This is an optimization exercise on Yosys and OpenROAD, whose aim is small area, a short achievable clock period and few clock cycles per item, not a production implementation. Only simulation tests tie the RTL to the original design; equivalence was not proved. Power figures rest on the tool's default switching activity, not on a simulated workload.

// atanh
module atanh (
  input                     clk,
  input                     rstn,
  input                     trig,
  input  signed       [8:0] tanha,
  output logic              vld,
  output logic signed [8:0] a2_latch
);
Settings: LEC_CHECK=0, ABC_AREA=1, CAP_MARGIN=20, CORE_MARGIN=2, CORE_UTILIZATION=40, CTS_BUF_LIST=sky130_fd_sc_hd__clkbuf_2, PLACE_DENSITY=0.6, SLEW_MARGIN=20; clock period 7.5 ns.
standard.sh (not shown) runs the stock make flow with config.mk's settings and CLKGATE_MAP_FILE= SYNTH_SCRIPT=/design/flow/synth_recipe.tcl, a recipe that flattens the netlist after the stock synthesis.
==> flow/flow/run.sh <==
#!/bin/bash
# The standard layout (standard.sh), with three changes that only affect how
# the layout is made:
#  - synthesis uses flow/my_synth.tcl, which is synth_recipe.tcl with the abc
#    mapping script swapped for flow/abc.script (area mapping without abc's
#    own buffering; registers are mapped exactly as in the standard synthesis);
#  - no full/half-adder extraction (ADDER_MAP_FILE empty), so the table logic
#    is mapped as plain gates;
#  - plain buf_2 cells as the port buffers.
export MY_ABC_SCRIPT=$PWD/flow/abc.script
bash standard.sh SYNTH_SCRIPT=$PWD/flow/my_synth.tcl ADDER_MAP_FILE= \
  BUFFER_PORTS_ARGS="-buffer_cell sky130_fd_sc_hd__buf_2" finish > standard.log 2>&1
==> flow/flow/abc.script <==
strash
dch
map -B 0.9
strash
dch -f
map -B 0.9
topo
stime -c
upsize -c
dnsize -c
==> flow/flow/my_synth.tcl <==
proc synth {args} { yosys synth -nofsm -noshare {*}$args }
proc abc {args} {
  set i [lsearch $args -script]
  if { $i >= 0 && [info exists ::env(MY_ABC_SCRIPT)] } { lset args [expr {$i + 1}] $::env(MY_ABC_SCRIPT) }
  yosys abc {*}$args
}
source $::env(SCRIPTS_DIR)/synth.tcl
# left out here: clear keep_hierarchy, flatten, clean up, hide names made inside functions, write 1_2_yosys.v
Testbench counts at the start, summed over its fixed seeds: cycles 2,048, ops 2,048.
Rerun with:
==> flow/flow/run.sh (replaced) <==
#!/bin/bash
# The standard layout (standard.sh), with changes that only affect how the
# layout is made:
#  - synthesis uses flow/my_synth.tcl, which is synth_recipe.tcl with the abc
#    mapping script swapped for flow/abc.script (registers are mapped exactly
#    as in the standard synthesis);
#  - no full/half-adder extraction (ADDER_MAP_FILE empty), so the table logic
#    is mapped as plain gates;
#  - plain buf_2 cells as the port buffers, buf_1 on the outputs
#    (flow/ports.tcl, run before the resize step of placement).
export MY_ABC_SCRIPT=$PWD/flow/abc.script
bash standard.sh SYNTH_SCRIPT=$PWD/flow/my_synth.tcl ADDER_MAP_FILE= \
  BUFFER_PORTS_ARGS="-buffer_cell sky130_fd_sc_hd__buf_2" \
  PRE_RESIZE_TCL=$PWD/flow/ports.tcl finish > standard.log 2>&1
==> flow/flow/ports.tcl (new file) <==
# Output ports drive only the fixed 10 fF load and have slack to spare, so
# their port buffers (inserted by buffer_ports as buf_2) are made buf_1.
foreach inst [get_cells output*] {
  replace_cell $inst sky130_fd_sc_hd__buf_1
}
Effect:
- setup slack gets better by 0.032 ns
- final cell count is unchanged
- total power drops by 0.89%
- synthesized cell count stays the same


atanh again, from the RTL that the note above started with.
clock: 7.5 ns
lec_check: 0
abc_area: 1
cap_margin: 20
core_margin: 2
core_utilization: 40
place_density: 0.6
slew_margin: 20
==> flow/flow/run.sh <==
#!/bin/bash
# The standard layout (standard.sh), with three changes that only affect how
# the layout is made:
#  - synthesis uses flow/my_synth.tcl, which is synth_recipe.tcl with the abc
#    mapping script swapped for flow/abc.script (area mapping without abc's
#    own buffering; registers are mapped exactly as in the standard synthesis);
#  - no full/half-adder extraction (ADDER_MAP_FILE empty), so the table logic
#    is mapped as plain gates;
#  - plain buf_2 cells as the port buffers.
export MY_ABC_SCRIPT=$PWD/flow/abc.script
bash standard.sh SYNTH_SCRIPT=$PWD/flow/my_synth.tcl ADDER_MAP_FILE= \
  BUFFER_PORTS_ARGS="-buffer_cell sky130_fd_sc_hd__buf_2" finish > standard.log 2>&1
==> flow/flow/abc.script <==
strash
dch
map -B 0.9
topo
stime -c
upsize -c
dnsize -c
Scripts as last shown in full above: flow/flow/my_synth.tcl
The baseline completed without violations.
Testbench counts at the start, summed over its fixed seeds: cycles 2,048, ops 2,048.
Edit:
CTS_BUF_LIST = sky130_fd_sc_hd__clkbuf_2   (was not set)
What happened:
- flip-flop and latch count is unchanged
- count of clock-buffer cells in the layout is unchanged
- final area goes down by 1.3%
- power goes down by 8.0%
- clock power goes down by 46%
- cell count stays the same
- non-clock buffer count stays the same
- area after synthesis stays the same
- critical path depth stays the same
- synthesized cell count stays the same
- via count goes up by 0.58%


atanh, a different RTL version from the one above (not shown whole).
Size: about 10 flip-flops, ~22 I/O pins.
clock: 7.5 ns
lec_check: 0
abc_area: 1
cap_margin: 20
core_margin: 2
core_utilization: 40
cts_buf_list: sky130_fd_sc_hd__clkbuf_4
place_density: 0.6
slew_margin: 20
==> flow/flow/run.sh <==
#!/bin/bash
# The standard layout (standard.sh), with changes that only affect how the
# layout is made:
#  - synthesis uses flow/my_synth.tcl, which is synth_recipe.tcl with the abc
#    mapping script swapped for flow/abc.script (registers are mapped exactly
#    as in the standard synthesis);
#  - no full/half-adder extraction (ADDER_MAP_FILE empty), so the table logic
#    is mapped as plain gates;
#  - plain buf_2 cells as the port buffers, buf_1 on the outputs
#    (flow/ports.tcl, run before the resize step of placement).
export MY_ABC_SCRIPT=$PWD/flow/abc.script
bash standard.sh SYNTH_SCRIPT=$PWD/flow/my_synth.tcl ADDER_MAP_FILE= \
  BUFFER_PORTS_ARGS="-buffer_cell sky130_fd_sc_hd__buf_2" \
  PRE_RESIZE_TCL=$PWD/flow/ports.tcl finish > standard.log 2>&1
==> flow/flow/abc.script <==
strash
dch
map -B 0.9
strash
dch -f
map -B 0.9
topo
stime -c
upsize -c
dnsize -c
==> flow/flow/ports.tcl <==
# Output ports drive only the fixed 10 fF load and have slack to spare, so
# their port buffers (inserted by buffer_ports as buf_2) are made buf_1.
foreach inst [get_cells output*] {
  replace_cell $inst sky130_fd_sc_hd__buf_1
}
Scripts as last shown in full above: flow/flow/my_synth.tcl
The first run produced a clean layout.
Testbench counts at the start, summed over its fixed seeds: cycles 2,048, ops 2,048.
==> next run, changes <==
--- a/flow/config.mk
+++ b/flow/config.mk
@@ -10,5 +10,5 @@
 export CORE_MARGIN = 2
-export CORE_UTILIZATION = 40
+export CORE_UTILIZATION = 65
 export CTS_BUF_LIST = sky130_fd_sc_hd__clkbuf_4
-export PLACE_DENSITY = 0.6
+export PLACE_DENSITY = 0.8
 export SLEW_MARGIN = 20
=>
- The changed run passed the timing, DRC and antenna checks
- count of clock-buffer cells in the layout stays the same
- cell count drops by 4.7%
- clock skew is unchanged
- clock power climbs by 5.5%
- maximum frequency drops by 1.0%
==> next run, changes <==
--- a/flow/config.mk
+++ b/flow/config.mk
@@ -10,5 +10,6 @@
 export CORE_MARGIN = 2
-export CORE_UTILIZATION = 65
+export CORE_UTILIZATION = 40
 export CTS_BUF_LIST = sky130_fd_sc_hd__clkbuf_4
-export PLACE_DENSITY = 0.8
+export GPL_TIMING_DRIVEN = 1
+export PLACE_DENSITY = 0.6
 export SLEW_MARGIN = 20
What happened: The new run went through all stages and came out clean; cell area is higher slightly; wire length rose by a few percent; setup slack gets better by 0.035 ns; clock skew does not change; final cell count came out higher by a few percent.

## port drivers added, routing unchanged
The flow's constraints put no driver on any port. The routed layouts listed below were extracted and timed again, unchanged, in two steps. Step 1 (the two cells are an assumption about what drives the block):
set clk [get_ports {clk}]
set_driving_cell -lib_cell sky130_fd_sc_hd__clkbuf_16 $clk
set_driving_cell -lib_cell sky130_fd_sc_hd__buf_2 [delete_from_list [all_inputs] $clk]
Step 2 adds t to the input delays and takes it off the output delays; t is the mean of the earliest and latest rising clock arrival at the registers after step 1. Input paths then give back, and output paths get back, about the clock's delay inside the block. a / b / c = no drivers / after step 1 / after step 2; a / b = the first two.
run	shift t [ns]	setup slack, ns	clock arrival spread, ns	worst register clock-pin slew, ns	worst data-port slew with drivers (ns)
the first run of note 1	0.263	3.272 / 3.272 / 3.010	0.004 / 0.005	0.10 / 0.10	0.03
the second run of note 1	0.258	3.304 / 3.306 / 3.049	0.003 / 0.003	0.10 / 0.10	0.03
the first run of note 2	0.248	3.126 / 3.127 / 2.878	0.005 / 0.005	0.05 / 0.05	0.03
the second run of note 2	0.269	3.146 / 3.148 / 2.879	0.007 / 0.008	0.10 / 0.10	0.03
the first run of note 3	0.277	4.208 / 4.206 / 3.930	0.001 / 0.001	0.06 / 0.06	0.03
the second run of note 3	0.284	4.174 / 4.176 / 3.891	0.001 / 0.001	0.07 / 0.07	0.03
the third run of note 3	0.277	4.208 / 4.206 / 3.930	0.001 / 0.001	0.06 / 0.06	0.03
After both steps every run listed still meets setup and hold. For the second run of note 3, which loses most, drivers alone change the setup slack by +0.002 ns; drivers and shift together by -0.283 ns.
